Source: an optimization exercise on an open RTL-to-GDS flow (aim: small area, a short achievable clock period and few clock cycles). Production flows keep margins and buffers that such runs may drop.
Where RTL was checked, it was by simulation tests only, not by an equivalence proof against the original.
The RTL of runs 4 and 5 was laid out without a check of its function.
No activity file was given, so power comes from the tool's default toggle rates.

===== config.mk =====
export PLATFORM = sky130hd
export DESIGN_NAME = tpu_top
export DESIGN_NICKNAME = tpu_top
export VERILOG_FILES = /design/flow/design.v
export SDC_FILE = /design/flow/constraint.sdc
export NUM_CORES = 8
export LEC_CHECK = 0
export ABC_CLOCK_PERIOD_IN_PS = 3500
export CAP_MARGIN = 35
export CORE_MARGIN = 2
export CORE_UTILIZATION = 60
export CTS_CLUSTER_DIAMETER = 100
export CTS_CLUSTER_SIZE = 25
export SETUP_SLACK_MARGIN = 5
export SLEW_MARGIN = 20
export TNS_END_PERCENT = 30

===== constraint.sdc =====
create_clock -name core_clock -period 9.0 [get_ports {clk}]
set_input_delay 1.8000 -clock core_clock [delete_from_list [all_inputs] [get_ports {clk}]]
set_output_delay 1.8000 -clock core_clock [all_outputs]
set_load 0.01 [all_outputs]

===== design.v =====
module addr_sel (
	input [5:0] addr0,
	input [5:0] addr1,
	output [9:0] sram_raddr_w0,
	output [9:0] sram_raddr_w1,
	output [9:0] sram_raddr_d0,
	output [9:0] sram_raddr_d1
);
assign sram_raddr_w0 = {4'd0, addr0};
assign sram_raddr_d0 = {4'd0, addr0};
assign sram_raddr_w1 = {4'd0, addr1};
assign sram_raddr_d1 = {4'd0, addr1};
endmodule
module quantize (
	input  [8*19-1:0] row_sum,
	output reg [8*16-1:0] quantized_data
);
integer i;
reg [18:0] v;
always @(*) begin
	for (i = 0; i < 8; i = i + 1) begin
		v = row_sum[19*i +: 19];
		if (v[18:15] == 4'b0000 || v[18:15] == 4'b1111)
			quantized_data[16*i +: 16] = v[15:0];
		else
			quantized_data[16*i +: 16] = v[18] ? 16'h8000 : 16'h7fff;
	end
end
endmodule
module systolic (
	input clk,
	input tpu_start,
	input [31:0] sram_rdata_w0,
	input [31:0] sram_rdata_w1,
	input [31:0] sram_rdata_d0,
	input [31:0] sram_rdata_d1,
	output [8*38-1:0] row_acc               
);
reg [7:0] dq [0:7][1:7];                    
reg [7:0] wq [1:7][0:7];                    
reg [7:0] clr [0:7];                        
reg [7:0] sel [0:7];                        
wire [7:0] d0 [0:7];                        
wire [7:0] w0 [0:7];                        
wire [7:0] xin [0:7][0:7];                  
wire [7:0] yin [0:7][0:7];
wire [37:0] acc [0:7][0:7];
integer i, j;
genvar gi, gj;
generate
	for (gi = 0; gi < 4; gi = gi + 1) begin : in
		assign d0[gi]   = sram_rdata_d0[31-8*gi -: 8];
		assign d0[gi+4] = sram_rdata_d1[31-8*gi -: 8];
		assign w0[gi]   = sram_rdata_w0[31-8*gi -: 8];
		assign w0[gi+4] = sram_rdata_w1[31-8*gi -: 8];
	end
endgenerate
always @(posedge clk) begin
	for (i = 0; i < 8; i = i + 1) begin
		dq[i][1] <= ~d0[i];
		wq[1][i] <= ~w0[i];
	end
	for (i = 0; i < 8; i = i + 1)
		if (tpu_start) begin
			clr[i] <= 8'd1 << ((16 - i) % 8);
			sel[i] <= 8'd1 << ((16 - i) % 8);
		end else begin
			clr[i] <= {clr[i][6:0], clr[i][7]};
			sel[i] <= {sel[i][6:0], sel[i][7]};
		end
	for (i = 0; i < 8; i = i + 1)
		for (j = 2; j < 8; j = j + 1) begin
			dq[i][j] <= dq[i][j-1];
			wq[j][i] <= wq[j-1][i];
		end
end
generate
	for (gi = 0; gi < 8; gi = gi + 1) begin : r
		for (gj = 0; gj < 8; gj = gj + 1) begin : c
			if (gj == 0) begin : x0
				assign xin[gi][gj] = d0[gi];
			end else begin : xq
				assign xin[gi][gj] = dq[gi][gj];
			end
			if (gi == 0) begin : y0
				assign yin[gi][gj] = w0[gj];
			end else begin : yq
				assign yin[gi][gj] = wq[gi][gj];
			end
			pe #(.XN(gj != 0), .YN(gi != 0)) pe (
				.clk(clk),
				.clr(clr[gi][gj]),
				.x(xin[gi][gj]),
				.y(yin[gi][gj]),
				.acc(acc[gi][gj])
			);
		end
		reg [37:0] m;
		always @(*) begin
			m = 38'd0;
			for (j = 0; j < 8; j = j + 1)
				m = m | ({38{sel[gi][j]}} & acc[gi][j]);
		end
		assign row_acc[38*gi +: 38] = m;
	end
endgenerate
endmodule
module pe #(
	parameter XN = 0,                       
	parameter YN = 0                        
) (
	input clk,
	input clr,
	input [7:0] x,
	input [7:0] y,
	output [37:0] acc                       
);
reg [18:0] as_q, ac_q;
wire [18:0] ns, nc;
wire [18:0] as_in = clr ? 19'h40800 : as_q;
wire [18:0] ac_in = clr ? 19'h00000 : ac_q;
wire [7:0] xt = XN ? ~x : x;
wire [7:0] yt = YN ? ~y : y;
pe_tree t (.x(xt), .y(yt), .as(as_in), .ac(ac_in), .ns(ns), .nc(nc));
always @(posedge clk) begin
	as_q <= ns;
	ac_q <= nc;
end
assign acc = {ac_q, as_q};
endmodule
module pe_tree (
	input  [7:0]  x,
	input  [7:0]  y,
	input  [18:0] as,
	input  [18:0] ac,
	output [18:0] ns,
	output [18:0] nc
);
wire p0_0, p0_1, p0_2, p0_3, p0_4, p0_5, p0_6, p0_7, p1_0, p1_1, p1_2, p1_3, p1_4, p1_5, p1_6, p1_7, p2_0, p2_1, p2_2, p2_3, p2_4, p2_5, p2_6, p2_7, p3_0, p3_1, p3_2, p3_3, p3_4, p3_5, p3_6, p3_7, p4_0, p4_1, p4_2, p4_3, p4_4, p4_5, p4_6, p4_7, p5_0, p5_1, p5_2, p5_3, p5_4, p5_5, p5_6, p5_7, p6_0, p6_1, p6_2, p6_3, p6_4, p6_5, p6_6, p6_7, p7_0, p7_1, p7_2, p7_3, p7_4, p7_5, p7_6, p7_7, s0, c0, s1, c1, s2, c2, s3, c3, s4, c4, s5, c5, s6, c6, s7, c7, s8, c8, s9, c9, s10, c10, s11, c11, s12, c12, s13, c13, s14, c14, s15, c15, s16, c16, s17, c17, s18, c18, s19, c19, s20, c20, s21, c21, s22, c22, s23, c23, s24, c24, s25, c25, s26, c26, s27, c27, s28, c28, s29, c29, s30, c30, s31, c31, s32, c32, s33, c33, s34, c34, s35, c35, s36, c36, s37, c37, s38, c38, s39, c39, s40, c40, s41, c41, s42, c42, s43, c43, s44, c44, s45, c45, s46, c46, s47, c47, s48, c48, s49, c49, s50, c50, s51, c51, s52, c52, s53, c53, s54, c54, s55, c55, s56, c56, s57, c57, s58, c58, s59, c59, s60, c60, s61, c61, s62, c62, s63, c63, s64, c64, s65, c65, s66, c66, s67, c67, s68, c68, s69, c69, s70, c70, s71, c71, s72, c72, s73, c73, s74;
assign p0_0 = x[0] & y[0];
assign p0_1 = x[0] & y[1];
assign p0_2 = x[0] & y[2];
assign p0_3 = x[0] & y[3];
assign p0_4 = x[0] & y[4];
assign p0_5 = x[0] & y[5];
assign p0_6 = x[0] & y[6];
assign p0_7 = ~(x[0] & y[7]);
assign p1_0 = x[1] & y[0];
assign p1_1 = x[1] & y[1];
assign p1_2 = x[1] & y[2];
assign p1_3 = x[1] & y[3];
assign p1_4 = x[1] & y[4];
assign p1_5 = x[1] & y[5];
assign p1_6 = x[1] & y[6];
assign p1_7 = ~(x[1] & y[7]);
assign p2_0 = x[2] & y[0];
assign p2_1 = x[2] & y[1];
assign p2_2 = x[2] & y[2];
assign p2_3 = x[2] & y[3];
assign p2_4 = x[2] & y[4];
assign p2_5 = x[2] & y[5];
assign p2_6 = x[2] & y[6];
assign p2_7 = ~(x[2] & y[7]);
assign p3_0 = x[3] & y[0];
assign p3_1 = x[3] & y[1];
assign p3_2 = x[3] & y[2];
assign p3_3 = x[3] & y[3];
assign p3_4 = x[3] & y[4];
assign p3_5 = x[3] & y[5];
assign p3_6 = x[3] & y[6];
assign p3_7 = ~(x[3] & y[7]);
assign p4_0 = x[4] & y[0];
assign p4_1 = x[4] & y[1];
assign p4_2 = x[4] & y[2];
assign p4_3 = x[4] & y[3];
assign p4_4 = x[4] & y[4];
assign p4_5 = x[4] & y[5];
assign p4_6 = x[4] & y[6];
assign p4_7 = ~(x[4] & y[7]);
assign p5_0 = x[5] & y[0];
assign p5_1 = x[5] & y[1];
assign p5_2 = x[5] & y[2];
assign p5_3 = x[5] & y[3];
assign p5_4 = x[5] & y[4];
assign p5_5 = x[5] & y[5];
assign p5_6 = x[5] & y[6];
assign p5_7 = ~(x[5] & y[7]);
assign p6_0 = x[6] & y[0];
assign p6_1 = x[6] & y[1];
assign p6_2 = x[6] & y[2];
assign p6_3 = x[6] & y[3];
assign p6_4 = x[6] & y[4];
assign p6_5 = x[6] & y[5];
assign p6_6 = x[6] & y[6];
assign p6_7 = ~(x[6] & y[7]);
assign p7_0 = ~(x[7] & y[0]);
assign p7_1 = ~(x[7] & y[1]);
assign p7_2 = ~(x[7] & y[2]);
assign p7_3 = ~(x[7] & y[3]);
assign p7_4 = ~(x[7] & y[4]);
assign p7_5 = ~(x[7] & y[5]);
assign p7_6 = ~(x[7] & y[6]);
assign p7_7 = x[7] & y[7];
assign s0 = p0_7 ^ p1_6;
assign c0 = p0_7 & p1_6;
assign s1 = p1_7 ^ p2_6;
assign c1 = p1_7 & p2_6;
assign s2 = p0_4 ^ p1_3;
assign c2 = p0_4 & p1_3;
assign s3 = p0_5 ^ p1_4 ^ p2_3;
assign c3 = (p0_5 & p1_4) | (p0_5 & p2_3) | (p1_4 & p2_3);
assign s4 = p3_2 ^ p4_1;
assign c4 = p3_2 & p4_1;
assign s5 = p0_6 ^ p1_5 ^ p2_4;
assign c5 = (p0_6 & p1_5) | (p0_6 & p2_4) | (p1_5 & p2_4);
assign s6 = p3_3 ^ p4_2 ^ p5_1;
assign c6 = (p3_3 & p4_2) | (p3_3 & p5_1) | (p4_2 & p5_1);
assign s7 = p6_0 ^ as[6];
assign c7 = p6_0 & as[6];
assign s8 = s0 ^ p2_5 ^ p3_4;
assign c8 = (s0 & p2_5) | (s0 & p3_4) | (p2_5 & p3_4);
assign s9 = p4_3 ^ p5_2 ^ p6_1;
assign c9 = (p4_3 & p5_2) | (p4_3 & p6_1) | (p5_2 & p6_1);
assign s10 = p7_0 ^ as[7] ^ ac[7];
assign c10 = (p7_0 & as[7]) | (p7_0 & ac[7]) | (as[7] & ac[7]);
assign s11 = s1 ^ p3_5 ^ p4_4;
assign c11 = (s1 & p3_5) | (s1 & p4_4) | (p3_5 & p4_4);
assign s12 = p5_3 ^ p6_2 ^ p7_1;
assign c12 = (p5_3 & p6_2) | (p5_3 & p7_1) | (p6_2 & p7_1);
assign s13 = as[8] ^ ac[8] ^ c0;
assign c13 = (as[8] & ac[8]) | (as[8] & c0) | (ac[8] & c0);
assign s14 = p2_7 ^ p3_6 ^ p4_5;
assign c14 = (p2_7 & p3_6) | (p2_7 & p4_5) | (p3_6 & p4_5);
assign s15 = p5_4 ^ p6_3 ^ p7_2;
assign c15 = (p5_4 & p6_3) | (p5_4 & p7_2) | (p6_3 & p7_2);
assign s16 = as[9] ^ ac[9] ^ c1;
assign c16 = (as[9] & ac[9]) | (as[9] & c1) | (ac[9] & c1);
assign s17 = p3_7 ^ p4_6 ^ p5_5;
assign c17 = (p3_7 & p4_6) | (p3_7 & p5_5) | (p4_6 & p5_5);
assign s18 = p6_4 ^ p7_3 ^ as[10];
assign c18 = (p6_4 & p7_3) | (p6_4 & as[10]) | (p7_3 & as[10]);
assign s19 = p4_7 ^ p5_6 ^ p6_5;
assign c19 = (p4_7 & p5_6) | (p4_7 & p6_5) | (p5_6 & p6_5);
assign s20 = p0_2 ^ p1_1;
assign c20 = p0_2 & p1_1;
assign s21 = p0_3 ^ p1_2 ^ p2_1;
assign c21 = (p0_3 & p1_2) | (p0_3 & p2_1) | (p1_2 & p2_1);
assign s22 = p3_0 ^ as[3];
assign c22 = p3_0 & as[3];
assign s23 = s2 ^ p2_2 ^ p3_1;
assign c23 = (s2 & p2_2) | (s2 & p3_1) | (p2_2 & p3_1);
assign s24 = p4_0 ^ as[4] ^ ac[4];
assign c24 = (p4_0 & as[4]) | (p4_0 & ac[4]) | (as[4] & ac[4]);
assign s25 = s3 ^ s4 ^ p5_0;
assign c25 = (s3 & s4) | (s3 & p5_0) | (s4 & p5_0);
assign s26 = as[5] ^ ac[5] ^ c2;
assign c26 = (as[5] & ac[5]) | (as[5] & c2) | (ac[5] & c2);
assign s27 = s5 ^ s6 ^ s7;
assign c27 = (s5 & s6) | (s5 & s7) | (s6 & s7);
assign s28 = ac[6] ^ c3 ^ c4;
assign c28 = (ac[6] & c3) | (ac[6] & c4) | (c3 & c4);
assign s29 = s8 ^ s9 ^ s10;
assign c29 = (s8 & s9) | (s8 & s10) | (s9 & s10);
assign s30 = c5 ^ c6 ^ c7;
assign c30 = (c5 & c6) | (c5 & c7) | (c6 & c7);
assign s31 = s11 ^ s12 ^ s13;
assign c31 = (s11 & s12) | (s11 & s13) | (s12 & s13);
assign s32 = c8 ^ c9 ^ c10;
assign c32 = (c8 & c9) | (c8 & c10) | (c9 & c10);
assign s33 = s14 ^ s15 ^ s16;
assign c33 = (s14 & s15) | (s14 & s16) | (s15 & s16);
assign s34 = c11 ^ c12 ^ c13;
assign c34 = (c11 & c12) | (c11 & c13) | (c12 & c13);
assign s35 = s17 ^ s18 ^ ac[10];
assign c35 = (s17 & s18) | (s17 & ac[10]) | (s18 & ac[10]);
assign s36 = c14 ^ c15 ^ c16;
assign c36 = (c14 & c15) | (c14 & c16) | (c15 & c16);
assign s37 = s19 ^ p7_4 ^ as[11];
assign c37 = (s19 & p7_4) | (s19 & as[11]) | (p7_4 & as[11]);
assign s38 = ac[11] ^ c17 ^ c18;
assign c38 = (ac[11] & c17) | (ac[11] & c18) | (c17 & c18);
assign s39 = p5_7 ^ p6_6 ^ p7_5;
assign c39 = (p5_7 & p6_6) | (p5_7 & p7_5) | (p6_6 & p7_5);
assign s40 = as[12] ^ ac[12] ^ c19;
assign c40 = (as[12] & ac[12]) | (as[12] & c19) | (ac[12] & c19);
assign s41 = p6_7 ^ p7_6 ^ as[13];
assign c41 = (p6_7 & p7_6) | (p6_7 & as[13]) | (p7_6 & as[13]);
assign s42 = p0_1 ^ p1_0;
assign c42 = p0_1 & p1_0;
assign s43 = s20 ^ p2_0 ^ as[2];
assign c43 = (s20 & p2_0) | (s20 & as[2]) | (p2_0 & as[2]);
assign s44 = s21 ^ s22 ^ ac[3];
assign c44 = (s21 & s22) | (s21 & ac[3]) | (s22 & ac[3]);
assign s45 = s23 ^ s24 ^ c21;
assign c45 = (s23 & s24) | (s23 & c21) | (s24 & c21);
assign s46 = s25 ^ s26 ^ c23;
assign c46 = (s25 & s26) | (s25 & c23) | (s26 & c23);
assign s47 = s27 ^ s28 ^ c25;
assign c47 = (s27 & s28) | (s27 & c25) | (s28 & c25);
assign s48 = s29 ^ s30 ^ c27;
assign c48 = (s29 & s30) | (s29 & c27) | (s30 & c27);
assign s49 = s31 ^ s32 ^ c29;
assign c49 = (s31 & s32) | (s31 & c29) | (s32 & c29);
assign s50 = s33 ^ s34 ^ c31;
assign c50 = (s33 & s34) | (s33 & c31) | (s34 & c31);
assign s51 = s35 ^ s36 ^ c33;
assign c51 = (s35 & s36) | (s35 & c33) | (s36 & c33);
assign s52 = s37 ^ s38 ^ c35;
assign c52 = (s37 & s38) | (s37 & c35) | (s38 & c35);
assign s53 = s39 ^ s40 ^ c37;
assign c53 = (s39 & s40) | (s39 & c37) | (s40 & c37);
assign s54 = s41 ^ ac[13] ^ c39;
assign c54 = (s41 & ac[13]) | (s41 & c39) | (ac[13] & c39);
assign s55 = p7_7 ^ as[14] ^ ac[14];
assign c55 = (p7_7 & as[14]) | (p7_7 & ac[14]) | (as[14] & ac[14]);
assign s56 = p0_0 ^ as[0] ^ ac[0];
assign c56 = (p0_0 & as[0]) | (p0_0 & ac[0]) | (as[0] & ac[0]);
assign s57 = s42 ^ as[1] ^ ac[1];
assign c57 = (s42 & as[1]) | (s42 & ac[1]) | (as[1] & ac[1]);
assign s58 = s43 ^ ac[2] ^ c42;
assign c58 = (s43 & ac[2]) | (s43 & c42) | (ac[2] & c42);
assign s59 = s44 ^ c20 ^ c43;
assign c59 = (s44 & c20) | (s44 & c43) | (c20 & c43);
assign s60 = s45 ^ c22 ^ c44;
assign c60 = (s45 & c22) | (s45 & c44) | (c22 & c44);
assign s61 = s46 ^ c24 ^ c45;
assign c61 = (s46 & c24) | (s46 & c45) | (c24 & c45);
assign s62 = s47 ^ c26 ^ c46;
assign c62 = (s47 & c26) | (s47 & c46) | (c26 & c46);
assign s63 = s48 ^ c28 ^ c47;
assign c63 = (s48 & c28) | (s48 & c47) | (c28 & c47);
assign s64 = s49 ^ c30 ^ c48;
assign c64 = (s49 & c30) | (s49 & c48) | (c30 & c48);
assign s65 = s50 ^ c32 ^ c49;
assign c65 = (s50 & c32) | (s50 & c49) | (c32 & c49);
assign s66 = s51 ^ c34 ^ c50;
assign c66 = (s51 & c34) | (s51 & c50) | (c34 & c50);
assign s67 = s52 ^ c36 ^ c51;
assign c67 = (s52 & c36) | (s52 & c51) | (c36 & c51);
assign s68 = s53 ^ c38 ^ c52;
assign c68 = (s53 & c38) | (s53 & c52) | (c38 & c52);
assign s69 = s54 ^ c40 ^ c53;
assign c69 = (s54 & c40) | (s54 & c53) | (c40 & c53);
assign s70 = s55 ^ c41 ^ c54;
assign c70 = (s55 & c41) | (s55 & c54) | (c41 & c54);
assign s71 = as[15] ^ ac[15] ^ c55;
assign c71 = (as[15] & ac[15]) | (as[15] & c55) | (ac[15] & c55);
assign s72 = as[16] ^ ac[16];
assign c72 = as[16] & ac[16];
assign s73 = as[17] ^ ac[17];
assign c73 = as[17] & ac[17];
assign s74 = as[18] ^ ac[18];
assign ns[0] = s56;
assign nc[0] = 1'b0;
assign ns[1] = s57;
assign nc[1] = c56;
assign ns[2] = s58;
assign nc[2] = c57;
assign ns[3] = s59;
assign nc[3] = c58;
assign ns[4] = s60;
assign nc[4] = c59;
assign ns[5] = s61;
assign nc[5] = c60;
assign ns[6] = s62;
assign nc[6] = c61;
assign ns[7] = s63;
assign nc[7] = c62;
assign ns[8] = s64;
assign nc[8] = c63;
assign ns[9] = s65;
assign nc[9] = c64;
assign ns[10] = s66;
assign nc[10] = c65;
assign ns[11] = s67;
assign nc[11] = c66;
assign ns[12] = s68;
assign nc[12] = c67;
assign ns[13] = s69;
assign nc[13] = c68;
assign ns[14] = s70;
assign nc[14] = c69;
assign ns[15] = s71;
assign nc[15] = c70;
assign ns[16] = s72;
assign nc[16] = c71;
assign ns[17] = s73;
assign nc[17] = c72;
assign ns[18] = s74;
assign nc[18] = c73;
endmodule
module systolic_controll (
	input clk,
	input srstn,
	input tpu_start,
	output reg [5:0] addr0,                 
	output reg [5:0] addr1,                 
	output go,
	output reg [7:0] kn_oh,                 
	output reg [7:0] kn_le,                 
	output reg [2:0] kn,
	output reg ph,                          
	output reg [2:0] wr_new,                
	output reg [2:0] wr_old,                
	output reg tpu_done
);
reg running;
reg [5:0] u;
wire last = (u == 6'd30);
assign go = running | tpu_start;
wire step = go & ~last;
wire [5:0] u_nx = step ? u + 6'd1 : 6'd54;
wire new_nx = running && u_nx <= 6'd23;
wire old_nx = running && u_nx >= 6'd8 && u_nx <= 6'd30 && u_nx[2:0] != 3'd7;
always @(posedge clk) begin
	if (~srstn) begin
		addr0 <= 6'd0;
		addr1 <= 6'd60;
		u <= 6'd54;
		running <= 1'b0;
		tpu_done <= 1'b0;
		wr_new <= 3'd0;
		wr_old <= 3'd0;
	end else begin
		addr0 <= u_nx + 6'd10;
		addr1 <= u_nx + 6'd6;
		u <= u_nx;
		running <= step;
		tpu_done <= running & last;
		wr_new <= new_nx ? (3'b001 << u_nx[4:3]) : 3'b000;
		wr_old <= old_nx ? (3'b001 << (u_nx[4:3] - 2'd1)) : 3'b000;
	end
	kn <= u_nx[2:0];
	ph <= u_nx[3];
	kn_oh <= 8'd1 << u_nx[2:0];
	kn_le <= 8'hff >> (3'd7 - u_nx[2:0]);
end
endmodule
module write_out (
	input clk,
	input srstn,
	input [8*38-1:0] row_acc,               
	input [7:0] kn_oh,                      
	input [7:0] kn_le,                      
	input [2:0] wr_new,                     
	input [2:0] wr_old,                     
	input [2:0] kn,
	input ph,                               
	output sram_write_enable_a0,
	output [127:0] sram_wdata_a,
	output [5:0] sram_waddr_a,
	output sram_write_enable_b0,
	output [127:0] sram_wdata_b,
	output [5:0] sram_waddr_b,
	output sram_write_enable_c0,
	output [127:0] sram_wdata_c,
	output [5:0] sram_waddr_c
);
reg [8*19-1:0] r;
wire [8*16-1:0] q;
reg [127:0] x_q, y_q;
reg [2:0] we_q, old_q;
reg [2:0] ka_q, kb_q, kc_q;                 
reg [127:0] nw, ow;
integer i, k;
quantize quantize (.row_sum(r), .quantized_data(q));
always @(*) begin
	for (i = 0; i < 8; i = i + 1)
		nw[16*(7-i) +: 16] = kn_le[i] ? q[16*i +: 16] : 16'd0;
	for (k = 0; k < 8; k = k + 1) begin
		ow[16*k +: 16] = 16'd0;
		for (i = 8 - k; i < 8; i = i + 1)
			ow[16*k +: 16] = ow[16*k +: 16] | ({16{kn_oh[i+k-8]}} & q[16*i +: 16]);
	end
end
always @(posedge clk) begin
	for (i = 0; i < 8; i = i + 1)
		r[19*i +: 19] <= row_acc[38*i +: 19] + row_acc[38*i+19 +: 19];
	x_q <= ph ? ow : nw;
	y_q <= ph ? nw : ow;
	old_q <= wr_old;
	if (wr_new[0] | wr_old[0]) ka_q <= kn;
	if (wr_new[1] | wr_old[1]) kb_q <= kn;
	if (wr_new[2] | wr_old[2]) kc_q <= kn;
	if (~srstn)
		we_q <= 3'b111;
	else
		we_q <= ~(wr_new | wr_old);
end
assign sram_write_enable_a0 = we_q[0];
assign sram_write_enable_b0 = we_q[1];
assign sram_write_enable_c0 = we_q[2];
assign sram_wdata_a = x_q;
assign sram_wdata_b = y_q;
assign sram_wdata_c = x_q;
assign sram_waddr_a = {2'b00, old_q[0], ka_q};
assign sram_waddr_b = {2'b00, old_q[1], kb_q};
assign sram_waddr_c = {2'b00, old_q[2], kc_q};
endmodule
module tpu_top#(
	parameter ARRAY_SIZE = 8,
	parameter SRAM_DATA_WIDTH = 32,
	parameter DATA_WIDTH = 8,
	parameter OUTPUT_DATA_WIDTH = 16
)
(
	input clk,
	input srstn,
	input tpu_start,
	input [SRAM_DATA_WIDTH-1:0] sram_rdata_w0,
	input [SRAM_DATA_WIDTH-1:0] sram_rdata_w1,
	input [SRAM_DATA_WIDTH-1:0] sram_rdata_d0,
	input [SRAM_DATA_WIDTH-1:0] sram_rdata_d1,
	output [9:0] sram_raddr_w0,
	output [9:0] sram_raddr_w1,
	output [9:0] sram_raddr_d0,
	output [9:0] sram_raddr_d1,
	output sram_write_enable_a0,
	output [ARRAY_SIZE*OUTPUT_DATA_WIDTH-1:0] sram_wdata_a,
	output [5:0] sram_waddr_a,
	output sram_write_enable_b0,
	output [ARRAY_SIZE*OUTPUT_DATA_WIDTH-1:0] sram_wdata_b,
	output [5:0] sram_waddr_b,
	output sram_write_enable_c0,
	output [ARRAY_SIZE*OUTPUT_DATA_WIDTH-1:0] sram_wdata_c,
	output [5:0] sram_waddr_c,
	output tpu_done
);
wire [5:0] addr0, addr1;
wire go, ph;
wire [7:0] kn_oh, kn_le;
wire [2:0] kn, wr_new, wr_old;
wire [8*38-1:0] row_acc;
systolic_controll systolic_controll (
	.clk(clk), .srstn(srstn), .tpu_start(tpu_start),
	.addr0(addr0), .addr1(addr1), .go(go), .kn_oh(kn_oh), .kn_le(kn_le), .kn(kn), .ph(ph),
	.wr_new(wr_new), .wr_old(wr_old), .tpu_done(tpu_done)
);
addr_sel addr_sel (
	.addr0(addr0), .addr1(addr1),
	.sram_raddr_w0(sram_raddr_w0), .sram_raddr_w1(sram_raddr_w1),
	.sram_raddr_d0(sram_raddr_d0), .sram_raddr_d1(sram_raddr_d1)
);
systolic systolic (
	.clk(clk), .tpu_start(tpu_start),
	.sram_rdata_w0(sram_rdata_w0), .sram_rdata_w1(sram_rdata_w1),
	.sram_rdata_d0(sram_rdata_d0), .sram_rdata_d1(sram_rdata_d1),
	.row_acc(row_acc)
);
write_out write_out (
	.clk(clk), .srstn(srstn), .row_acc(row_acc),
	.kn_oh(kn_oh), .kn_le(kn_le), .wr_new(wr_new), .wr_old(wr_old), .kn(kn), .ph(ph),
	.sram_write_enable_a0(sram_write_enable_a0), .sram_wdata_a(sram_wdata_a), .sram_waddr_a(sram_waddr_a),
	.sram_write_enable_b0(sram_write_enable_b0), .sram_wdata_b(sram_wdata_b), .sram_waddr_b(sram_waddr_b),
	.sram_write_enable_c0(sram_write_enable_c0), .sram_wdata_c(sram_wdata_c), .sram_waddr_c(sram_waddr_c)
);
endmodule

===== flow/run.sh =====
#!/bin/bash
set -euo pipefail
bash standard.sh SYNTH_SCRIPT="$PWD/flow/synth_noabc.tcl" IO_CONSTRAINTS="$PWD/flow/io.tcl" SETUP_SLACK_MARGIN=5.5 finish > make_finish.log 2>&1

===== flow/io.tcl =====
# Memories A and C take their write data from the same register (they are
# never written in the same cycle): keep each bit's two pins side by side.
for {set k 0} {$k < 128} {incr k} {
  set_io_pin_constraint -group -order -pin_names [list "sram_wdata_a\[$k\]" "sram_wdata_c\[$k\]"]
}

===== flow/synth_noabc.tcl =====
# synth_recipe.tcl with one change: Yosys's synth runs its fine stage without
# its internal "abc -fast", so that ORFS's extract_fa sees the full adders as
# written in the RTL (abc -fast re-encodes their XORs with mixed polarities,
# which leaves inverters between the adder cells). Everything else, including
# the registers, is the standard synthesis.
proc synth {args} {
  if {[lsearch -exact $args "fine:"] >= 0} {
    yosys synth -nofsm -noshare -noabc {*}$args
  } else {
    yosys synth -nofsm -noshare {*}$args
  }
}
source $::env(SCRIPTS_DIR)/synth.tcl
# left out here: clear keep_hierarchy, flatten, clean up, hide names made inside functions, write 1_2_yosys.v

===== standard.sh =====
#!/bin/bash
# synth_recipe.tcl (not shown) runs the flow's synth.tcl, then flattens the netlist and writes it again
# the make line also repeats each setting of config.mk as NAME=value (left out here)
make -C /OpenROAD-flow-scripts/flow DESIGN_CONFIG=/design/flow/config.mk WORK_HOME=/design/flow/orfs CLKGATE_MAP_FILE= SYNTH_SCRIPT=/design/flow/synth_recipe.tcl "${@:-finish}"

==> flow_metrics.tcl, run 1 <==
set metrics [dict create \
    outcome "timing/DRC/antenna clean" \
    critPathMaxFanout 2 \
    core_area_mm2 0.389 \
    clockBufferDepth 4 \
    cpPeakStageDelay_ns 0.56 \
    final_common_cell "fa_1" \
    via_count 161000 \
    avgRoutedWirePerCell_um 30.9 \
    num_rows 229 \
    synth_warnings 16 \
    layout_min_cycle_time_ns 3.71 \
    placed_cell_area_mm2 0.244 \
    setup-violations-final 0 \
    finClkSkew_ns 0.0551 \
    yosys_most_used_dff "dfxtp_1" \
    powerDensity_mw_per_mm2 341 \
    hold_path.class "reg -> reg" \
    cp-end-kind "output port" \
    tightestPinTransition_ns 1.11 \
    wirelength_um 821000 \
    final_util_pct 65.0 \
    syn_area_mm2 0.234 \
    ctsHoldBuffers 0 \
    start_kind "register" \
    vias_per_cell 6.06 \
    synth_enable_flop_cells 9 \
    dr.pass1.iters 8 \
    ys_ff_latch 3855 \
    dieHeight_um 629 \
    setup_ws_ns 5.29 \
    cts_root_buf "clkbuf_16" \
    post-place-ws_ns 3.65 \
    required_ns 7.20 \
    drive_gt1_share_pct 9.43 \
    layout.nets 26100 \
    p_leak_uw 0.112 \
    portBuffers 554 \
    dieArea_mm2 0.395 \
    crit_type "reg -> out" \
    grt_pass1_wl_um 1190000 \
    hpwl_um 655000 \
    crit_path_top_delay_cell "clkdlybuf4s50_1" \
    drc_errors 0 \
    fin_crit_sh_pct 41.2 \
    grt_antenna_before_repair 126 \
    grt.total_usage_pct 41.9 \
    place_congestion 1.01 \
    die_w_um 629 \
    crit_arrival_ns 1.91 \
    synth.distinct_cells 85 \
    clk_pin_slew_worst_paths_ns 0.10 \
    holdWs_ns 0.356 \
    rsz0062_at_grt "yes" \
    ioPinCount 577 \
    syn_area_per_cell_um2 11.0 \
    fmax_mhz 270 \
    ant_nets 0 \
    netlist_instances 21200 \
    yosysSeqAreaShare_pct 33.0 \
    grt_pass1_vias 168000 \
    drt_iter0_drc 16900 \
    async_reset_ff_share_pct 0 \
    maxCapViolCount 0 \
    fin_area_mm2 0.253 \
    hold_viol 0 \
    htree_levels 4 \
    tritoncts "yes" \
    fin_setup_tns_ns 0 \
    drv_slew 0 \
    max_slew_margin_pct 26.1 \
    initial_core_util_pct 60.2 \
    area_growth_pct 7.86 \
    ir_worst_vdd_v 0.000209 \
    path_delay_family "buffers and inverters" \
    layout_common_cells "fa_1, dfxtp_1, nor2_1" \
    critPathBufInv 1 \
    overflow 0 \
    clock_sinks 3855 \
    worstSkewPairLatency_ns 0.98 \
    cts_buffers 190 \
    nFillCells 31200 \
    cp_cell_sequence "clkdlybuf4s50_1" \
    grt_max_degree 204 \
]
## power breakdown
part | internal (µW) | switching [µW] | leakage (µW) | total [µW]
Clock | 4150 | 6140 | 0.00273 | 10300
Combinational | 19500 | 24800 | 0.0766 | 44300
Sequential | 24200 | 7320 | 0.0323 | 31500
Total | 47900 | 38300 | 0.112 | 86100
## cells by family (layout without fill, tap and decap cells)
| kind of cell | count (synthesis) | count (layout) | synth area share [%] |
|---|---|---|---|
| compound gates | 2004 | 2004 | 6.20 |
| xor+xnor | 189 | 189 | 0.707 |
| fa+ha+maj | 4888 | 4888 | 39.1 |
| buf+inv | 2656 | 2563 | 4.53 |
| flops | 3855 | 3855 | 33.0 |
| mux | 59 | 59 | 0.255 |
| other cells | 1 | 184 | 0.00160 |
| simple gates | 7595 | 7595 | 16.2 |
## cells in the mapped netlist, types with 165 or more instances
library cell	instances	area share (%)
o21ai_0	174	0.37
clkbuf_1	958	1.5
ha_1	848	4.5
nand2b_1	534	1.4
nand4_1	312	0.83
or2_2	711	1.9
inv_1	1334	2.1
nand2_1	251	0.40
dfxtp_1	3846	33
nor2_1	3450	5.5
buf_4	165	0.53
fa_1	4040	35
a22oi_1	1274	4.1
nor2b_1	2052	5.5
## registers in the layout (all words and copies together), names as in the netlist, 4 cells and up
register	count
systolic.wq	448
systolic_controll.u	6
systolic_controll.kn_le	7
systolic_controll.kn_oh	7
write_out.r	152
write_out.x_q	128
systolic.sel	64
systolic.dq	448
systolic_controll.addr0	4
systolic_controll.addr1	5
systolic.r.c.pe.as_q	1216
systolic.clr	64
systolic.r.c.pe.ac_q	1152
write_out.y_q	128
## metal layers
metal / share of wire [%] / GRT usage, %
met5: 0.051 / 0
met3: 11 / 12.3
met1: 37 / 53.6
met2: 43 / 61.8
met4: 8.5 / 28.9
## worst paths after layout
| kind | start | endpoint | slack (ns) | depth (start not counted) |
|---|---|---|---|---|
| hold / removal | systolic_controll.wr_old[2] | write_out.old_q[2] | 0.36 | 0 |
| hold reg to reg | systolic_controll.wr_old[2] | write_out.old_q[2] | 0.36 | 0 |
| setup reg to reg | systolic.sel[4][6] | write_out.r[91] | 5.35 | 11 |
| setup / recovery | write_out.x_q[126] | sram_wdata_a[126] | 5.29 | 1 |
## cell type report
class | count | area (µm²) | area share (%)
antenna | 162 | 405 | 0.160
clock buffer | 205 | 4890 | 1.94
clock inverter | 58 | 708 | 0.280
inverter | 1398 | 6020 | 2.38
multi-input combinational | 14800 | 148000 | 58.6
sequential | 3855 | 77500 | 30.7
tap | 5197 | 6500 | 2.57
timing repair buffer | 902 | 8490 | 3.36
## stage by stage
step	power, µW	cells
floorplan	57200	21300
finish	86100	26500
CTS	85500	26400
global route	93000	26500
detailed placement	74800	26000
global placement	73200	26000
## timing repair
item,in CTS,in global routing
resized for setup,960,248
gates cloned,2,0
setup buffers,97,7
endpoints found under the setup margin,784,552
pin swaps,41,20
Testbench counts, summed over its fixed seeds: cycles 5,496.
==> inputs of run 2 (changes only) <==
==> flow/run.sh (replaced) <==
#!/bin/bash
set -euo pipefail
bash standard.sh SYNTH_SCRIPT="$PWD/flow/synth_noabc.tcl" IO_CONSTRAINTS="$PWD/flow/io.tcl" SETUP_SLACK_MARGIN=5.9 finish > make_finish.log 2>&1
==> run 2 against run 1 <==
Compared with the run above: clock skew is 0.0090 ns lower; highest routed layer unchanged; final cell count rose by 1.1%; sequential share of layout area down 0.69 points; worst setup slack gained 0.087 ns; final area increased by 3.7%.
==> flow_metrics.tcl, run 2 <==
set metrics [dict create \
    synth.distinct_cells 85 \
    crit_arrival_ns 4.38 \
    powerDensity_mw_per_mm2 335 \
    synth_most_common_cell "fa_1" \
    post-place-ws_ns 3.63 \
    clock_power_share_pct 11.7 \
    synth_warnings 16 \
    async_reset_ff_share_pct 0 \
    grt_pass1_wl_um 1210000 \
    hold_path.class "reg -> reg" \
    ctsHoldBuffers 0 \
    vias_per_cell 6.07 \
    p_sw_uw 38700 \
    cp_cell_sequence "a22oi_2 > nand4_1 > fa_2 > a21o_1 > a21oi_2 > o21bai_2 > a2111oi_4 > buf_4 > o21ai_4 > a311o_1 > o211ai_1" \
    layout_min_cycle_time_ns 3.62 \
    finClkSkew_ns 0.0461 \
    wirelength_um 839000 \
    syn_area_mm2 0.234 \
    worstSkewPairLatency_ns 0.99 \
    ant_nets 0 \
    synth_top_cell_by_area "fa_1" \
    cp-end-kind "register" \
    synth.top_cell.area_share_pct 34.5 \
    yosys.area_share.xor_xnor_pct 0.707 \
    avgRoutedWirePerCell_um 31.3 \
    required_ns 9.76 \
    fmax_mhz 276 \
    fin_crit_sh_pct 40.2 \
    grt_pass1_vias 170000 \
    fin_setup_tns_ns 0 \
    dieHeight_um 629 \
    reg_top3 "systolic.r.c.pe.as_q x1216, systolic.r.c.pe.ac_q x1152" \
    clk_pin_slew_worst_paths_ns 0.10 \
    portBuffers 554 \
    crit_path_top_delay_cell "a22oi_2" \
    layout.nets 26500 \
    initial_core_util_pct 60.2 \
    synth_top_family_by_area "adder cells" \
    layout_common_cells "fa_1, dfxtp_1, nor2_1" \
    p_comb_share_pct 52.2 \
    drive_gt1_share_pct 18.3 \
    final_util_pct 67.4 \
    yosys_most_used_dff "dfxtp_1" \
    netlist_instances 21200 \
    cpPeakStageDelay_ns 0.45 \
    place_congestion 1.01 \
    cts_buffers 189 \
    drc_errors 0 \
    overflow 0 \
    switching_share_pct 44.2 \
    ioPinCount 577 \
    yosysSeqAreaShare_pct 33.0 \
    dr.pass1.iters 11 \
    synthSimpleGateAreaFrac_pct 16.2 \
    muxShareOfSynthArea_pct 0.255 \
    largest_register_ffs 1216 \
    ys_ff_latch 3855 \
    power.internal_uw 49000 \
    grt.total_usage_pct 42.6 \
    setup_ws_ns 5.38 \
    power_frac_seq_pct 36.1 \
    drt_iter0_drc 17800 \
    hold_viol 0 \
    ir_worst_vdd_v 0.000224 \
    maxCapViolCount 0 \
    p_leak_uw 0.113 \
    crit_type "reg -> reg" \
    clock_sinks 3855 \
    num_rows 229 \
    synthAdderAreaFrac_pct 39.1 \
    die_w_um 629 \
    synth_commonest_cells "fa_1, dfxtp_1, nor2_1, nor2b_1, inv_1" \
    final_common_cell "fa_1" \
    synth_area_leaders "fa_1, dfxtp_1, nor2_1" \
    critPathMaxFanout 5 \
    hpwl_um 656000 \
    tightestPinTransition_ns 1.04 \
    via_count 163000 \
    rsz0062_at_grt "yes" \
    start_kind "register" \
    synth_compound_area_share_pct 6.20 \
    cts_root_buf "clkbuf_16" \
    tritoncts "yes" \
    area_growth_pct 11.8 \
    grt_max_degree 112 \
    dieArea_mm2 0.395 \
    core_area_mm2 0.389 \
    max_slew_margin_pct 30.1 \
    synth_enable_flop_cells 9 \
    syn_area_per_cell_um2 11.0 \
    drv_slew 0 \
    top_register "systolic.r.c.pe.as_q" \
    grt_antenna_before_repair 102 \
    outcome "timing/DRC/antenna clean" \
    htree_levels 4 \
    clockBufferDepth 4 \
    setup-violations-final 0 \
]
[run 2: cell types whose count changed in the layout (fill, tap and decap cells not counted), moves of 83 or more]
| cell | previous run | this run |
|---|---|---|
| buf_4 | 288 | 524 |
| buf_6 | 36 | 493 |
| clkdlybuf4s50_1 | 144 | 1 |
| dfxtp_1 | 3735 | 3220 |
| dfxtp_2 | 55 | 404 |
| dfxtp_4 | 56 | 222 |
| dlygate4sd2_1 | 149 | 21 |
| dlymetal6s2s_1 | 148 | 0 |
| fa_1 | 3955 | 3760 |
| fa_2 | 85 | 280 |
| ha_1 | 815 | 721 |
| ha_4 | 31 | 115 |
| nor2_1 | 3343 | 3180 |
| nor2_4 | 33 | 116 |
[run 2: layout make-up]
| class | count | area, µm² |
|---|---|---|
| Clock buffer | 209 | 4930 |
| Timing Repair Buffer | 1263 | 13200 |
| Sequential cell | 3855 | 78600 |
| Multi-Input combinational cell | 14800 | 152000 |
| Fill cell | 30000 | 127000 |
| Tap cell | 5197 | 6500 |
| Antenna cell | 95 | 238 |
| Clock inverter | 48 | 574 |
| Inverter | 1398 | 6240 |
[run 2: logic make-up after synthesis]
logic type / count (synthesis)
buffers and inverters: 2656
adder cells (fa/ha/maj): 4888
multiplexers: 59
flip-flops: 3855
other: 1
AO/OA/AOI/OAI: 2004
XOR/XNOR: 189
AND/OR/NAND/NOR: 7595
[run 2: per-layer routing]
metal,vias up,global-route usage (%),part of all wire [%]
met5,-,0,0.045
met4,60,31.1,9.1
met3,2162,10.6,10
met2,8809,63.2,44
met1,84300,54.6,37
li1,67500,-,-
[run 2: final timing paths]
check	cells after the start	slack, ns	to	startpoint
worst min-delay path	0	0.35	write_out.old_q[0]	systolic_controll.wr_old[0]
worst min register to register	0	0.35	write_out.old_q[0]	systolic_controll.wr_old[0]
worst max-delay path	11	5.38	write_out.r[53]	systolic.sel[2][1]
worst max register to register	11	5.38	write_out.r[53]	systolic.sel[2][1]
[run 2: worst max-delay path: cells and delay by family, from the launching register on]
family,cells,cell delay [ns]
buffers and inverters,1,0.21
and+or+nand+nor,1,0.25
AOI/OAI and AO/OA,8,2.08
DFF,1,0.42
adders and majority gates,1,0.45
[run 2: metrics by stage]
| step | instance area, µm² | cells | hold WS, ns | total power (µW) |
|---|---|---|---|---|
| 6_report | 262000 | 26800 | 0.345 | 87700 |
| 3_3_place_gp | 244000 | 26000 | 0.334 | 73200 |
| 4_1_cts | 257000 | 26600 | 0.353 | 86300 |
| 3_5_place_dp | 245000 | 26000 | 0.330 | 74800 |
| 2_1_floorplan | 236000 | 21300 | 0.323 | 57200 |
| 5_1_grt | 262000 | 26800 | 0.347 | 94400 |
[run 2: power by group through the flow]
stage	clock (µW)	combinational (µW)	sequential, µW
after floorplan	0	30500	26700
after global placement	0	41900	31300
after detailed placement	0	43600	31200
after CTS	10300	44900	31100
after global routing	10900	51800	31700
final	10200	45800	31600
[run 2: what timing repair did]
| action | 4_1_cts | 5_1_grt |
|---|---|---|
| pin swaps | 586 | 388 |
| gates resized for setup | 3275 | 1744 |
| setup endpoints to repair | 1414 | 1400 |
| gates cloned | 14 | 5 |
| setup buffers | 281 | 159 |
==> inputs of run 3 (changes only) <==
==> flow/run.sh (replaced) <==
#!/bin/bash
set -euo pipefail
bash standard.sh SYNTH_SCRIPT="$PWD/flow/synth_noabc.tcl" IO_CONSTRAINTS="$PWD/flow/io.tcl" BUFFER_PORTS_ARGS="-buffer_cell sky130_fd_sc_hd__buf_4" SETUP_SLACK_MARGIN=5.5 finish > make_finish.log 2>&1
--- a/config.mk
+++ b/config.mk
@@ -13,4 +13,3 @@
 export CTS_CLUSTER_SIZE = 25
 export SETUP_SLACK_MARGIN = 5
 export SLEW_MARGIN = 20
-export TNS_END_PERCENT = 30
==> run 3 against run 2 <==
Compared with the run above: clock power barely moved; first-iteration DRC count rose by 1.7%; sequential power barely moved; register-to-register slack improved by 0.08 ns; utilization fell by 2.6 points; largest cell class unchanged; critical path depth rose by 1; clock skew fell by 0.0011 ns; synthesized cell count did not move; fmax rose by 2.1%; combinational power fell by 4%.
==> flow_metrics.tcl, run 3 <==
set metrics [dict create \
    synth_most_common_cell "fa_1" \
    yosysSeqAreaShare_pct 33.0 \
    yosys_most_used_dff "dfxtp_1" \
    layout_common_cells "fa_1, dfxtp_1, nor2_1" \
    ctsHoldBuffers 0 \
    synth_top_cell_by_area "fa_1" \
    ys_ff_latch 3855 \
    place_congestion 1.04 \
    outcome "timing/DRC/antenna clean" \
    synth_commonest_cells "fa_1, dfxtp_1, nor2_1, nor2b_1, inv_1" \
    clock_sinks 3855 \
    synth.distinct_cells 85 \
    stdcell_count 26400 \
    tritoncts "yes" \
    min-delay-start "systolic_controll.wr_old[2]" \
    async_reset_ff_share_pct 0 \
    syn_area_mm2 0.234 \
    synth_warnings 16 \
    tightestPinTransition_ns 1.17 \
    ir_worst_vdd_v 0.000298 \
    nFillCells 31200 \
    power_frac_seq_pct 36.8 \
    synth_area_leaders "fa_1, dfxtp_1, nor2_1" \
    grt_max_degree 217 \
    layout.nets 26000 \
    dieHeight_um 629 \
    grt_pass1_vias 166000 \
    initial_core_util_pct 60.2 \
    maxCapViolCount 0 \
    hold_viol 0 \
    top_register "systolic.r.c.pe.as_q" \
    hpwl_um 656000 \
    ant_nets 0 \
    die_w_um 629 \
    grt_antenna_before_repair 110 \
    crit_type "reg -> reg" \
    fin_setup_tns_ns 0 \
    p_leak_uw 0.109 \
    rsz0062_at_grt "yes" \
    switching_share_pct 44.4 \
    cp-startpoint "systolic.sel[2][7]" \
    max_slew_margin_pct 22.0 \
    area_growth_pct 7.50 \
    drc_errors 0 \
    num_rows 229 \
    largest_register_ffs 1216 \
    crit_arrival_ns 4.38 \
    grt_pass1_wl_um 1180000 \
    dr.pass1.iters 7 \
    reg2reg_from "systolic.sel[2][7]" \
    hold_path.class "reg -> reg" \
    avgRoutedWirePerCell_um 31.0 \
    clock_power_share_pct 11.9 \
    p_comb_share_pct 51.2 \
    reg_top3 "systolic.r.c.pe.as_q x1216, systolic.r.c.pe.ac_q x1152" \
    setup-violations-final 0 \
    core_area_mm2 0.389 \
    finClkSkew_ns 0.0450 \
    netlist_instances 21200 \
    drt_iter0_drc 18100 \
    via_count 160000 \
    cp-end-kind "register" \
    cts_root_buf "clkbuf_16" \
    ioPinCount 577 \
    htree_levels 4 \
    fin_area_mm2 0.252 \
    synth_enable_flop_cells 9 \
    vias_per_cell 6.06 \
    fmax_mhz 282 \
    grt.total_usage_pct 41.7 \
    placed_cell_area_mm2 0.244 \
    clockBufferDepth 4 \
    p_sw_uw 38200 \
    layout_min_cycle_time_ns 3.54 \
    dieArea_mm2 0.395 \
    portBuffers 554 \
    wirelength_um 819000 \
    start_kind "register" \
    syn_area_per_cell_um2 11.0 \
    worstSkewPairLatency_ns 1.01 \
    cts_buffers 188 \
    fin_crit_sh_pct 39.4 \
    overflow 0 \
    dp_cells 26000 \
    required_ns 9.84 \
    clk_pin_slew_worst_paths_ns 0.10 \
    critPathMaxFanout 19 \
    powerDensity_mw_per_mm2 342 \
    synth.top_cell.area_share_pct 34.5 \
    drv_slew 0 \
    drive_gt1_share_pct 12.5 \
    final_common_cell "fa_1" \
    final_util_pct 64.8 \
    power.internal_uw 47900 \
]
[run 3: cell counts after synthesis]
Identical to the previous run, type by type.
[run 3: per-stage QoR]
stage          setup WS, ns  hold slack, ns  power, µW
5_1_grt                5.36           0.360      92900
3_5_place_dp           4.45           0.332      74600
6_report               5.46           0.353      86100
4_1_cts                5.37           0.353      85300
3_3_place_gp           4.48           0.327      73100
2_1_floorplan          4.88           0.323      57400
[run 3: routing by layer]
layer	wire [µm]	vias up	part of all wire, %	GRT usage, %
li1	-	66600	-	-
met1	311000	82900	38	54.7
met2	356000	8699	44	61.6
met3	88500	1882	11	11.8
met4	62400	56	7.6	25.6
met5	386	-	0.047	0
[run 3: kinds of logic after synthesis]
family / Yosys count / synth area share [%]
AO/OA/AOI/OAI: 2004 / 6.20
XOR/XNOR: 189 / 0.707
adder cells (fa/ha/maj): 4888 / 39.1
buffers and inverters: 2656 / 4.53
flip-flops: 3855 / 33.0
multiplexers: 59 / 0.255
other: 1 / 0.00160
AND/OR/NAND/NOR: 7595 / 16.2
[run 3: power by group through the flow]
stage / logic (µW) / clock network [µW] / registers, µW
after floorplan: 30700 / 0 / 26700
after global placement: 41500 / 0 / 31600
after detailed placement: 43100 / 0 / 31500
after CTS: 43700 / 10400 / 31200
after global routing: 50200 / 10900 / 31800
final: 44100 / 10300 / 31700
[run 3: worst paths after layout]
path | to | slack, ns | cells past startpoint
hold / removal | write_out.old_q[2] | 0.35 | 0
setup / recovery | write_out.r[53] | 5.46 | 12
setup reg to reg | write_out.r[53] | 5.46 | 12
hold reg to reg | write_out.old_q[2] | 0.35 | 0
[run 3: area by class of cell]
| cell class | count | area (µm²) | share of cell area (%) |
|---|---|---|---|
| Multi-Input combinational cell | 14800 | 149000 | 59.2 |
| Sequential cell | 3855 | 77500 | 30.8 |
| Timing Repair Buffer | 811 | 6660 | 2.64 |
| Tap cell | 5197 | 6500 | 2.58 |
| Inverter | 1398 | 6170 | 2.45 |
| Clock buffer | 213 | 5010 | 1.99 |
| Clock inverter | 47 | 541 | 0.215 |
| Antenna cell | 171 | 428 | 0.170 |
[run 3: what timing repair did]
action / 4_1_cts / 5_1_grt
resized for setup: 192 / 132
cloned: 0 / 2
endpoints found under the setup margin: 123 / 81
pin swaps: 14 / 37
buffers inserted: 4 / 10
[run 3: worst max-delay path, cell delays in order (launching register included)]
cell       delay (ns)
dfxtp_4          0.36
buf_12           0.15
a22oi_2          0.35
nand4_1          0.15
ha_2             0.22
fa_2             0.37
a21o_1           0.18
a21oi_2          0.16
o21bai_2         0.12
a2111oi_4        0.46
o21ai_2          0.16
a311o_1          0.33
o211ai_1         0.32
==> inputs of run 4 (changes only) <==
--- a/design.v
+++ b/design.v
@@ -456,7 +456,9 @@
 	output [127:0] sram_wdata_c,
 	output [5:0] sram_waddr_c
 );
-reg [8*19-1:0] r;
+reg [8*14-1:0] r_lo;                        
+reg [8*6-1:0] r_hi;                         
+reg [8*19-1:0] r;                           
 wire [8*16-1:0] q;
 reg [127:0] x_q, y_q;
 reg [2:0] we_q, old_q;
@@ -464,6 +466,9 @@
 reg [127:0] nw, ow;
 integer i, k;
 quantize quantize (.row_sum(r), .quantized_data(q));
+always @(*)
+	for (i = 0; i < 8; i = i + 1)
+		r[19*i +: 19] = {r_hi[6*i +: 6] + r_lo[14*i+13], r_lo[14*i +: 13]};
 always @(*) begin
 	for (i = 0; i < 8; i = i + 1)
 		nw[16*(7-i) +: 16] = kn_le[i] ? q[16*i +: 16] : 16'd0;
@@ -474,8 +479,10 @@
 	end
 end
 always @(posedge clk) begin
-	for (i = 0; i < 8; i = i + 1)
-		r[19*i +: 19] <= row_acc[38*i +: 19] + row_acc[38*i+19 +: 19];
+	for (i = 0; i < 8; i = i + 1) begin
+		r_lo[14*i +: 14] <= row_acc[38*i +: 13] + row_acc[38*i+19 +: 13];
+		r_hi[6*i +: 6] <= row_acc[38*i+13 +: 6] + row_acc[38*i+32 +: 6];
+	end
 	x_q <= ph ? ow : nw;
 	y_q <= ph ? nw : ow;
 	old_q <= wr_old;
==> flow/run.sh (replaced) <==
#!/bin/bash
# The standard layout (standard.sh) with these changes:
#  - synthesis by flow/synth_noabc.tcl (the standard script, but the full
#    adders of the RTL are extracted before any ABC pass; see that file);
#  - pin placement keeps the pins of sram_wdata_a and sram_wdata_c, which
#    share their registers, next to each other (flow/io.tcl);
#  - port buffers are buf_4 (instead of the smallest-drive default);
set -euo pipefail
bash standard.sh SYNTH_SCRIPT="$PWD/flow/synth_noabc.tcl" IO_CONSTRAINTS="$PWD/flow/io.tcl" BUFFER_PORTS_ARGS="-buffer_cell sky130_fd_sc_hd__buf_4" SETUP_SLACK_MARGIN=5.5 finish > make_finish.log 2>&1
==> run 4 against run 3 <==
Compared with the run above: still clean on timing, DRC and antenna; worst setup slack improved by 0.029 ns; worst hold slack got worse by 0.0035 ns; count of clock-buffer cells in the layout decreased by 6; critical path depth decreased by 3; sequential share of layout area about the same; flip-flop and latch count increased by 8; register-to-register slack improved by 0.03 ns; global-route usage increased by 0.47 points; first-iteration DRC count decreased by 5.2%; final cell count decreased by 0.63%; die area increased by 0.23%; critical path type unchanged; largest power group unchanged; highest routed layer unchanged.
==> flow_metrics.tcl, run 4 <==
set metrics [dict create \
    layout_min_cycle_time_ns 3.52 \
    reg2reg_from "write_out.r_hi[24]" \
    crit_arrival_ns 4.33 \
    reg_top3 "systolic.r.c.pe.as_q x1216, systolic.r.c.pe.ac_q x1152" \
    ant_nets 0 \
    cp-end-kind "register" \
    p_leak_uw 0.110 \
    die_w_um 629 \
    initial_core_util_pct 60.3 \
    grt_antenna_before_repair 90 \
    layout.nets 26000 \
    synth.top_cell.area_share_pct 34.5 \
    ys_ff_latch 3863 \
    netlist_instances 21100 \
    portBuffers 554 \
    place_congestion 1.02 \
    final_util_pct 64.7 \
    dr_wl_met3_um 84300 \
    avgRoutedWirePerCell_um 31.5 \
    fin_setup_tns_ns 0 \
    synth_top_cell_by_area "fa_1" \
    final_common_cell "dfxtp_1" \
    setup_ws_ns 5.48 \
    power.internal_uw 47700 \
    p_sw_uw 37500 \
    met2WireLength_um 358000 \
    placed_cell_area_mm2 0.245 \
    synth_warnings 16 \
    grt_max_degree 88 \
    top_register "systolic.r.c.pe.as_q" \
    crit_path_top_delay_cell "a21oi_2" \
    rsz0062_at_grt "yes" \
    critPathMaxFanout 17 \
    fmax_mhz 284 \
    max_slew_margin_pct 21.9 \
    num_rows 229 \
    clockBufferDepth 4 \
    dr.pass1.iters 12 \
    worst_r2r_endpoint "write_out.y_q[91]" \
    hold_depth 0 \
    dieArea_mm2 0.396 \
    cp_cell_sequence "ha_1 > ha_1 > nand3b_1 > a221o_2 > o21ai_0 > o21ai_0 > nor3_1 > a2111oi_4 > a21oi_2" \
    worstSkewPairLatency_ns 0.99 \
    worstHoldEndpoint "write_out.old_q[0]" \
    synth_enable_flop_cells 9 \
    clk_pin_slew_worst_paths_ns 0.10 \
    clock_sinks 3863 \
    tightestPinTransition_ns 1.16 \
    cts_root_buf "clkbuf_16" \
    wirelength_um 828000 \
    via_count 161000 \
    fin_crit_sh_pct 39.1 \
    drc_errors 0 \
    layout_common_cells "dfxtp_1, fa_1, nor2_1" \
    ir_worst_vdd_v 0.000228 \
    synth_area_leaders "fa_1, dfxtp_1, nor2b_1" \
    area_growth_pct 7.33 \
    min-delay-start "systolic_controll.wr_old[0]" \
    clock_power_share_pct 11.9 \
    overflow 0 \
    maxCapViolCount 0 \
    switching_share_pct 44.0 \
    crit_type "reg -> reg" \
    power_frac_seq_pct 37.0 \
    wl_met1_um 311000 \
    setup-violations-final 0 \
    hold_viol 0 \
    powerDensity_mw_per_mm2 338 \
    largest_register_ffs 1216 \
    hold_path.class "reg -> reg" \
    vias_per_cell 6.12 \
    r2r_slack_ns 5.48 \
    p_comb_share_pct 51.1 \
    tritoncts "yes" \
    synth_most_common_cell "fa_1" \
    core_area_mm2 0.389 \
    finClkSkew_ns 0.0477 \
    drive_gt1_share_pct 12.5 \
    drv_slew 0 \
    fin_area_mm2 0.252 \
    ctsHoldBuffers 0 \
    top_layer "met5" \
    grt_pass1_wl_um 1190000 \
    yosys_most_used_dff "dfxtp_1" \
    critPathBufInv 0 \
    grt.total_usage_pct 42.2 \
    synth.distinct_cells 91 \
    start_kind "register" \
    ff2ff_path_depth 9 \
    path_delay_family "compound AO/OA/AOI/OAI gates" \
    cpPeakStageDelay_ns 0.56 \
    dieHeight_um 629 \
    post-place-ws_ns 4.41 \
    outcome "timing/DRC/antenna clean" \
    syn_area_mm2 0.235 \
    synth_commonest_cells "fa_1, dfxtp_1, nor2_1, nor2b_1, inv_1" \
    drt_iter0_drc 17200 \
    syn_area_per_cell_um2 11.1 \
    ioPinCount 577 \
    async_reset_ff_share_pct 0 \
    yosysSeqAreaShare_pct 33.0 \
    htree_levels 4 \
    cts_buffers 187 \
    hpwl_um 658000 \
    required_ns 9.81 \
    grt_pass1_vias 167000 \
]
-- run 4: how the worst max path moves through the flow --
stage	end	slack, ns	cells past startpoint	start
final	write_out.y_q[91]	5.48	9	write_out.r_hi[24]
after global routing	write_out.r_lo[12]	5.45	11	systolic.sel[0][3]
after CTS	write_out.y_q[99]	5.36	10	write_out.r_hi[42]
after detailed placement	systolic.r[6].c[0].pe.as_q[8]	4.41	8	sram_rdata_d1[10]
after global placement	systolic.r[6].c[0].pe.as_q[8]	4.43	8	sram_rdata_d1[10]
after floorplan	systolic.r[0].c[0].pe.as_q[8]	4.88	7	sram_rdata_d0[26]
-- run 4: kinds of logic after synthesis --
| family | after synthesis | share of synthesized area, % |
|---|---|---|
| and+or+nand+nor | 7363 | 15.8 |
| adders and majority gates | 4912 | 39.1 |
| DFF | 3863 | 33.0 |
| buffers and inverters | 2649 | 4.53 |
| AOI/OAI and AO/OA | 2054 | 6.48 |
| xor gates and xnor gates | 202 | 0.754 |
| muxes | 72 | 0.307 |
| other | 1 | 0.00160 |
-- run 4: per-stage QoR --
stage | cells | power, µW | hold slack [ns]
after floorplan | 21100 | 57000 | 0.323
after global placement | 25900 | 72200 | 0.329
after detailed placement | 25900 | 73700 | 0.329
after CTS | 26200 | 84300 | 0.349
after global routing | 26200 | 91800 | 0.358
final | 26300 | 85200 | 0.349
-- run 4: area by class of cell --
class                           instances  area, µm²
Sequential cell                      3863      77500
Antenna cell                           91        228
Clock buffer                          207       4890
Timing Repair Buffer                  851       6890
Fill cell                           31200     137000
Inverter                             1406       6220
Clock inverter                         43        474
Multi-Input combinational cell      14600     149000
Tap cell                             5197       6500
-- run 4: power by group through the flow --
| stage | clock [µW] | sequential, µW | combinational, µW |
|---|---|---|---|
| 4_1_cts | 10200 | 31100 | 43000 |
| 3_5_place_dp | 0 | 31400 | 42300 |
| 5_1_grt | 10800 | 31600 | 49400 |
| 2_1_floorplan | 0 | 26900 | 30100 |
| 6_report | 10100 | 31500 | 43500 |
| 3_3_place_gp | 0 | 31500 | 40600 |
-- run 4: routing by layer --
layer  track usage [%]  up-vias
li1                  -    66400
met1              54.8    83300
met2              61.8     8864
met3              10.8     2122
met4              29.9       32
met5                 0        -
-- run 4: repair_timing --
action,in CTS,in global routing
endpoints found under the setup margin,135,136
setup buffers,5,11
gates resized for setup,106,87
endpoints found under the hold margin,0,0
pin swaps,4,19
==> inputs of run 5 (changes only) <==
--- a/config.mk
+++ b/config.mk
@@ -8,8 +8,8 @@
 export ABC_CLOCK_PERIOD_IN_PS = 3500
 export CAP_MARGIN = 35
 export CORE_MARGIN = 2
-export CORE_UTILIZATION = 60
-export CTS_CLUSTER_DIAMETER = 100
-export CTS_CLUSTER_SIZE = 25
+export CORE_UTILIZATION = 70
+export CTS_CLUSTER_DIAMETER = 90
+export CTS_CLUSTER_SIZE = 28
 export SETUP_SLACK_MARGIN = 5
 export SLEW_MARGIN = 20
==> run 5 against run 4 <==
Compared with the run above: still clean on timing, DRC and antenna; area after synthesis unchanged; sequential power up 1%; first-iteration DRC count increased by 19%; utilization grew 10 points; wire length down 0.86%; critical endpoint is now write_out.y_q[76]; largest cell class unchanged.
==> flow_metrics.tcl, run 5 <==
set metrics [dict create \
    cp-end-kind "register" \
    hold_depth 0 \
    cts_buffers 178 \
    ys_ff_latch 3863 \
    nFillCells 22400 \
    reg2reg_from "write_out.r_hi[42]" \
    start_kind "register" \
    final_common_cell "fa_1" \
    power.internal_uw 47900 \
    ctsHoldBuffers 0 \
    area_growth_pct 6.71 \
    synth_top_cell_by_area "fa_1" \
    cts_root_buf "clkbuf_16" \
    powerDensity_mw_per_mm2 343 \
    clk_pin_slew_worst_paths_ns 0.10 \
    tritoncts "yes" \
    wirelength_um 821000 \
    crit_arrival_ns 4.37 \
    syn_area_per_cell_um2 11.1 \
    initial_core_util_pct 70.3 \
    htree_levels 4 \
    yosys_most_used_dff "dfxtp_1" \
    worstHoldEndpoint "write_out.old_q[2]" \
    min-delay-start "systolic_controll.wr_old[2]" \
    p_comb_share_pct 51.1 \
    avgRoutedWirePerCell_um 32.3 \
    dr.pass1.iters 9 \
    required_ns 9.81 \
    drv_slew 0 \
    fmax_mhz 281 \
    p_sw_uw 38000 \
    drt_iter0_drc 20400 \
    async_reset_ff_share_pct 0 \
    drive_gt1_share_pct 12.4 \
    ff2ff_path_depth 10 \
    clockBufferDepth 4 \
    ant_nets 0 \
    dieHeight_um 583 \
    power_frac_seq_pct 37.1 \
    synth_top_family_by_area "adder cells" \
    netlist_instances 21100 \
    muxShareOfSynthArea_pct 0.307 \
    synthSimpleGateAreaFrac_pct 15.8 \
    synth_commonest_cells "fa_1, dfxtp_1, nor2_1, nor2b_1, inv_1" \
    grt_max_degree 110 \
    hold_viol 0 \
    largest_register_ffs 1216 \
    synth_most_common_cell "fa_1" \
    place_congestion 1.08 \
    finClkSkew_ns 0.0548 \
    fin_setup_tns_ns 0 \
    p_leak_uw 0.109 \
    via_count 166000 \
    reg_top3 "systolic.r.c.pe.as_q x1216, systolic.r.c.pe.ac_q x1152" \
    maxCapViolCount 0 \
    drc_errors 0 \
    max_slew_margin_pct 24.9 \
    synth_compound_area_share_pct 6.48 \
    critPathMaxFanout 24 \
    die_w_um 583 \
    hpwl_um 647000 \
    outcome "timing/DRC/antenna clean" \
    grt.total_usage_pct 48.9 \
    synth_enable_flop_cells 9 \
    switching_share_pct 44.2 \
    final_util_pct 75.1 \
    synthAdderAreaFrac_pct 39.1 \
    synth_warnings 16 \
    core_area_mm2 0.334 \
    synth.top_cell.area_share_pct 34.5 \
    tightestPinTransition_ns 1.12 \
    yosysSeqAreaShare_pct 33.0 \
    holdWs_ns 0.350 \
    top_register "systolic.r.c.pe.as_q" \
    layout_min_cycle_time_ns 3.56 \
    dieArea_mm2 0.340 \
    yosys.area_share.xor_xnor_pct 0.754 \
    ioPinCount 577 \
    vias_per_cell 6.53 \
    portBuffers 554 \
    grt_pass1_vias 174000 \
    grt_antenna_before_repair 114 \
    layout.nets 25900 \
    rsz0062_at_grt "yes" \
    clock_power_share_pct 11.9 \
    ir_worst_vdd_v 0.000224 \
    num_rows 212 \
    setup-violations-final 0 \
    layout_common_cells "fa_1, dfxtp_1, nor2_1" \
    grt_pass1_wl_um 1190000 \
    fin_crit_sh_pct 39.5 \
    worstSkewPairLatency_ns 1.02 \
    synth.distinct_cells 91 \
    r2r_slack_ns 5.44 \
    crit_type "reg -> reg" \
    clock_sinks 3863 \
    hold_path.class "reg -> reg" \
    overflow 0 \
    synth_area_leaders "fa_1, dfxtp_1, nor2b_1" \
    syn_area_mm2 0.235 \
    worst_r2r_endpoint "write_out.y_q[76]" \
    p_total_uw 86000 \
]
[run 5: cell counts after synthesis]
No cell type changed its count.
[run 5: layout make-up]
type	count	area (µm²)	area share, %
well taps	4387	5490	2.19
clock buffers	197	4690	1.87
clock inverters	68	878	0.351
repair buffers	814	6460	2.58
inverters	1406	6220	2.48
diodes	81	203	0.0809
flip-flops and latches	3863	77500	31.0
multi-input cells	14600	149000	59.5
[run 5: power groups by stage]
| stage | clock, µW | sequential [µW] | combinational (µW) |
|---|---|---|---|
| floorplan | 0 | 26900 | 30100 |
| global placement | 0 | 31400 | 39800 |
| detailed placement | 0 | 31400 | 42300 |
| CTS | 10200 | 31100 | 42900 |
| global route | 10800 | 31700 | 49200 |
| finish | 10200 | 31900 | 43900 |
[run 5: how the worst max path moves through the flow]
stage                                  start                             to
final                     write_out.r_hi[42]              write_out.y_q[76]
after global placement      sram_rdata_d0[9]  systolic.r[2].c[0].pe.as_q[7]
after global routing      write_out.r_hi[24]              write_out.x_q[70]
after detailed placement   sram_rdata_d0[10]  systolic.r[2].c[0].pe.as_q[8]
after CTS                 systolic.sel[6][1]             write_out.r_lo[96]
after floorplan            sram_rdata_d0[26]  systolic.r[0].c[0].pe.as_q[8]
[run 5: through the flow]
step                setup WS (ns)  area (µm²)  instances
finish                       5.44      250000      25400
global route                 5.47      250000      25400
CTS                          5.50      250000      25300
floorplan                    4.88      238000      21100
global placement             4.54      243000      25000
detailed placement           4.48      244000      25100
[run 5: kinds of logic after synthesis]
kind of cell               count (synthesis)
buffers and inverters                   2649
muxes                                     72
other                                      1
DFF                                     3863
adders and majority gates               4912
AOI/OAI and AO/OA                       2054
xor gates and xnor gates                 202
and+or+nand+nor                         7363
[run 5: timing repair]
item	CTS	global route
endpoints found under the setup margin	167	142
gates cloned	0	0
gates resized for setup	79	97
pin swaps	10	6
setup buffers	5	5
[run 5: worst max-delay path, cell delays in order, from the launching register on]
cell and delay [ns]:
dfxtp_1 0.32, ha_1 0.24, ha_1 0.26, a21boi_0 0.16
a221o_1 0.43, nand2_4 0.25, buf_4 0.40, a21o_1 0.23
a222oi_1 0.08, a21boi_2 0.24, mux2i_1 0.75
[run 5: per-layer routing]
layer / wire length (µm) / vias up / GRT usage (%)
met2: 341000 / 12300 / 68.8
li1: - / 66400 / -
met1: 282000 / 84200 / 60.7
met3: 114000 / 3068 / 18.6
met5: 373 / - / 0
met4: 82100 / 54 / 38.7

-- static timing again, ports no longer ideal --
No port has a modelled driver above. Below, the same layouts with a new extraction and two added sets of constraints. Step 1: set_driving_cell puts a clkbuf_16 on clk and a buf_2 on each other input, an assumption about the parent block. Step 2 times the ports against the registers' clock, not the clock port: input delays grow and output delays shrink by t, the midpoint of the rising clock arrivals with the driver on. Slacks: no drivers / after step 1 / after step 2; pairs: no drivers / after step 1.
run	t (ns)	slack for setup (ns)	worst data-port slew with drivers (ns)
run 1	1.087	5.293 / 5.163 / 4.217	0.35
run 2	1.087	5.380 / 5.380 / 4.370	0.36
run 3	1.119	5.455 / 5.377 / 4.294	0.35
run 4	1.093	5.484 / 5.444 / 4.408	0.21
run 5	1.117	5.442 / 5.354 / 4.366	0.21
After both steps setup and hold are still met in every run listed. The setup slack of run 3, which loses most, moves by -0.078 ns with the drivers and by -1.161 ns with both steps.
